This is an optimization exercise on Yosys and OpenROAD, whose aim is small area and a short achievable clock period, not a production implementation. In this exercise RTL edits were held to simulation tests only and were not proved equivalent to the original. Power and IR drop assume default switching activity.

==> design/flow/config.mk <==
export PLATFORM = sky130hd
export DESIGN_NAME = sincos
export DESIGN_NICKNAME = sincos
export VERILOG_FILES = /design/flow/design.v
export SDC_FILE = /design/flow/constraint.sdc
export NUM_CORES = 4
export LEC_CHECK = 0
export CAP_MARGIN = 20
export CORE_MARGIN = 2
export CORE_UTILIZATION = 40
export SLEW_MARGIN = 20
==> design/flow/constraint.sdc <==
create_clock -name core_clock -period 4.0 [get_ports {clk}]
set_input_delay 0.8000 -clock core_clock [delete_from_list [all_inputs] [get_ports {clk}]]
set_output_delay 0.8000 -clock core_clock [all_outputs]
set_load 0.01 [all_outputs]
==> design/flow/design.v <==
module sincos (
    input wire clk,
    input wire rst,
    input wire [7:0] theta,          
    output reg [7:0] sine,           
    output reg [7:0] cosine,         
    output reg done                  
);
    localparam stage = 8;
    reg signed [7:0] x [0:stage];
    reg signed [7:0] y [0:stage];
    reg signed [7:0] z [0:stage];
    reg signed [7:0] theta_q;        
    reg signed [7:0] atan [0:stage-1];
    reg [3:0] count;  
    reg [stage-1:0] valid;  
    integer i;
    always @(posedge clk or posedge rst) begin
        if (rst) begin
            atan[0] <= 8'd50;   
            atan[1] <= 8'd29;   
            atan[2] <= 8'd15;
            atan[3] <= 8'd8;
            atan[4] <= 8'd4;
            atan[5] <= 8'd2;
            atan[6] <= 8'd1;
            atan[7] <= 8'd1;
            x[0] <= 8'd49;   
            y[0] <= 0;
            valid <= 0;
            done <= 0;
            count <= 0;
        end else begin
            if (theta_q >= 0) begin
                x[1] <= x[0] - y[0];
                y[1] <= y[0] + x[0];
                z[1] <= theta_q - atan[0];
            end else begin
                x[1] <= x[0] + y[0];
                y[1] <= y[0] - x[0];
                z[1] <= theta_q + atan[0];
            end
            for (i = 1; i < stage; i = i + 1) begin
                if (z[i] >= 0) begin
                    x[i+1] <= x[i] - (y[i] >>> i);
                    y[i+1] <= y[i] + (x[i] >>> i);
                    z[i+1] <= z[i] - atan[i];
                end else begin
                    x[i+1] <= x[i] + (y[i] >>> i);
                    y[i+1] <= y[i] - (x[i] >>> i);
                    z[i+1] <= z[i] + atan[i];
                end
            end
            x[0] <= 8'd49;    
            y[0] <= 0;
            valid <= {valid[stage-2:0], 1'b1};
            done <= valid[stage-1];
            sine   <= y[stage];
            cosine <= x[stage];
        end
    end
    always @(posedge clk) begin
        theta_q <= theta;
    end
endmodule
==> design/flow/run.sh <==
#!/bin/bash
# synth_recipe.tcl (not shown) runs the flow's synth.tcl, then flattens the netlist and writes it again
# the make line also repeats each setting of config.mk as NAME=value (left out here)
make -C /OpenROAD-flow-scripts/flow DESIGN_CONFIG=/design/flow/config.mk WORK_HOME=/design/flow/orfs CLKGATE_MAP_FILE= SYNTH_SCRIPT=/design/flow/synth_recipe.tcl finish
==> results.yml <==
hold_path:
  min_path_type: "flip-flop to flip-flop"
clock_network:
  hold_buffers: 0
  cts_made_buffers: 17
  clkLatencyLatePin_ns: 0.45
  postCtsSetupRepairBufs: 0
  cts-htree-levels: 4
  cts_buffer_depth: 2
  clockRootBuffer: "clkbuf_16"
  clk_pin_slew_worst_paths_ns: 0.08
  numClockSinks: 190
  ctsResizeCount: 0
  cts_tree: "built"
power:
  p_int_mw: 7.33
  vdd_drop_max_uv: 329
  p_leak_nw: 5.26
  p_clk_share_pct: 14.3
  comb_power_share_pct: 51.2
  power_frac_seq_pct: 34.5
  swShare_pct: 37.1
  pwr_density_cell_mw_per_mm2: 912
  power.net_switching_mw: 4.32
  power_mw: 11.6
floorplanning:
  chipHeight_um: 172
  dieArea_mm2: 0.0297
  core_area_mm2: 0.0279
  die_w_um: 172
  start_util_pct: 40.7
  rows: 61
  io_pins: 27
sta:
  setup_tns_ns: 0
  rsz0062_at_grt: "false"
  max_slew_margin_pct: 51.8
  max_slew.worst_pin.slew_ns: 0.704
  max_freq_ghz: 0.272
  setup_viol: 0
  period_needed_ns: 3.68
  slew_violations: 0
  fin_crit_sh_pct: 92.0
  hold_viol_final: 0
  fin_skew_ns: 0.0155
synth:
  ys_top_cells_by_area: "edfxtp_1 46%, ha_1 15%, xnor2_1 6.8%"
  ys.flop_type: "edfxtp_1"
  syn-instance-count: 956
  synthArstFlopShare_pct: 4.74
  synth_edf_count: 173
  synth-xor-area-share_pct: 9.74
  synth-seq-area-share_pct: 49.2
  synth_warnings: 5
  synth-adder-area-share_pct: 18.2
  synth_area_per_cell_um2: 11.9
  synth_compound_area_share_pct: 10.6
  synthMuxAreaShare_pct: 0.540
  synth_seq_cells: 190
  syn_area_mm2: 0.0113
  synth_top_family_by_area: "adder cells"
  yosys.area_share.simple_pct: 7.93
  syn-num-nets: 1119
  yosys.area.top_type: "edfxtp_1"
  synthDistinctLibCells: 57
  synth_top_area_share_pct: 45.8
global_routing:
  grt_pass1_vias: 6879
  antenna_found_initial: 0
  grt_max_degree: 74
  grt_pass1_wl_um: 30200
  overflow: 0
  track_usage_pct: 12.7
detailed_routing:
  avgRoutedWirePerCell_um: 12.4
  vias: 6706
  vias_per_cell: 4.80
  routed_wl_um: 17300
  first_pass_iters: 4
  drt_iter0_drc: 270
  drc: 0
  ant_nets: 0
finish:
  fin_nets: 1168
  layout_commonest_cell: "edfxtp_1"
  final_cell_mix: "173 x edfxtp_1, 135 x ha_1, 105 x inv_1"
  drive_above_1_share_pct: 5.60
  syn_to_final_growth_pct: 12.6
  nFillCells: 2534
  diodes: 0
setup_path:
  endpoint_kind: "flip-flop"
  crit_required_ns: 4.18
  cp.arrival_ns: 3.86
  cp_max_fo: 4
  critPathKind: "flip-flop to flip-flop"
  worst_setup_path_start_kind: "flip-flop"
place:
  place_congestion: 0.759
  hpwl_um: 13300
  io_buffers: 26
run_status:
  status: "no timing/DRC/antenna violations"
run:
  max_cap_violations: 0
## area by class of cell
cell class / instances / area, µm² / area share, %
Sequential cell: 190 / 5580 / 43.7
Multi-Input combinational cell: 652 / 5330 / 41.8
Tap cell: 378 / 473 / 3.70
Clock buffer: 18 / 429 / 3.36
Inverter: 107 / 405 / 3.18
Timing Repair Buffer: 37 / 380 / 2.98
Clock inverter: 14 / 165 / 1.29
## routing by layer
layer / part of all wire (%) / GRT usage (%)
met5: 0 / 0
met4: 2.0 / 4.20
met3: 2.1 / 2.47
met2: 56 / 25.8
met1: 40 / 12.7
## power groups by stage
stage / combinational [mW] / sequential [mW] / clock (mW)
after floorplan: 4.92 / 3.92 / 0
after global placement: 5.87 / 4.06 / 0
after detailed placement: 6.02 / 4.07 / 0
after CTS: 6.06 / 4.03 / 1.72
after global routing: 6.87 / 4.11 / 1.80
final: 5.97 / 4.01 / 1.67
## worst paths after layout
path	depth (start not counted)	endpoint	start	slack (ns)
max in group asynchronous	3	valid[2]$_DFF_PP0_	rst	2.60
hold reg to reg	0	valid[6]$_DFF_PP0_	valid[5]$_DFF_PP0_	0.34
setup / recovery	13	y[7][7]$_DFFE_PN_	z[6][7]$_DFFE_PN_	0.32
setup reg to reg	13	y[7][7]$_DFFE_PN_	z[6][7]$_DFFE_PN_	0.32
hold / removal	0	valid[6]$_DFF_PP0_	valid[5]$_DFF_PP0_	0.34
min in group asynchronous	2	valid[7]$_DFF_PP0_	rst	0.82
## logic make-up after synthesis
| family | count (synthesis) |
|---|---|
| flops | 190 |
| compound gates | 184 |
| simple gates | 184 |
| fa+ha+maj | 154 |
| xor+xnor | 123 |
| buf+inv | 114 |
| mux | 6 |
| other cells | 1 |
## cells in the mapped netlist, drive strengths merged, types with 10 or more instances
library cell and count:
xor2 33, nor2b 21, nor3 21, xnor2 88, edfxtp 173, ha 135
a21oi 72, o21a 10, o21bai 16, a21o 25, nand2 38, nor2 62
o41ai 11, o21ai 28, fa 18, inv 107
## flip-flops by register name, summed over array words and instances, names as in the netlist
signal	flops
cosine	8
done	1
sine	8
theta_q	8
valid	8
x	54
y	54
z	49
## critical path, stage by stage, from the launching register on
cell      delay (ns)
edfxtp_1        0.44
inv_1           0.11
ha_1            0.15
or4b_4          0.48
o41ai_4         0.34
nand2_1         0.11
o21ai_0         0.17
ha_1            0.31
a21o_1          0.17
a21oi_1         0.22
nor2b_1         0.07
o21a_1          0.18
o41a_1          0.33
xnor3_1         0.34
## per-stage QoR
stage	std cells	hold slack (ns)	utilization (%)	setup slack, ns	cell area, µm²
finish	1396	0.342	45.8	0.319	12800
global route	1396	0.361	45.8	0.0701	12800
CTS	1396	0.346	45.8	0.249	12800
detailed placement	1364	0.335	43.7	0.262	12200
global placement	1364	0.332	43.7	0.397	12200
floorplan	956	0.331	-	0.145	11300

[separate check: timing with driven ports]
No port has a modelled driver above. Below, the same layout with a new extraction and two added sets of constraints.
Step 1 sets driving cells, clkbuf_16 on the clock port and buf_2 on the other inputs (assumed; they add their load-dependent delay and slew).
Step 2, shift: input delay + t, output delay - t, t = (earliest + latest rising clock arrival at the registers) / 2. This alone moves slack from input paths to output paths.
Three values: ideal, step 1, step 2; two values: the first two.
shift t [ns]: 0.479
setup slack, ns: 0.319 / 0.319 / 0.319
pins driven straight from the clock port: 1
After both steps this run still meets setup and hold. The setup slack of this run moves by 0.000 ns with the drivers and by 0.000 ns with both steps.
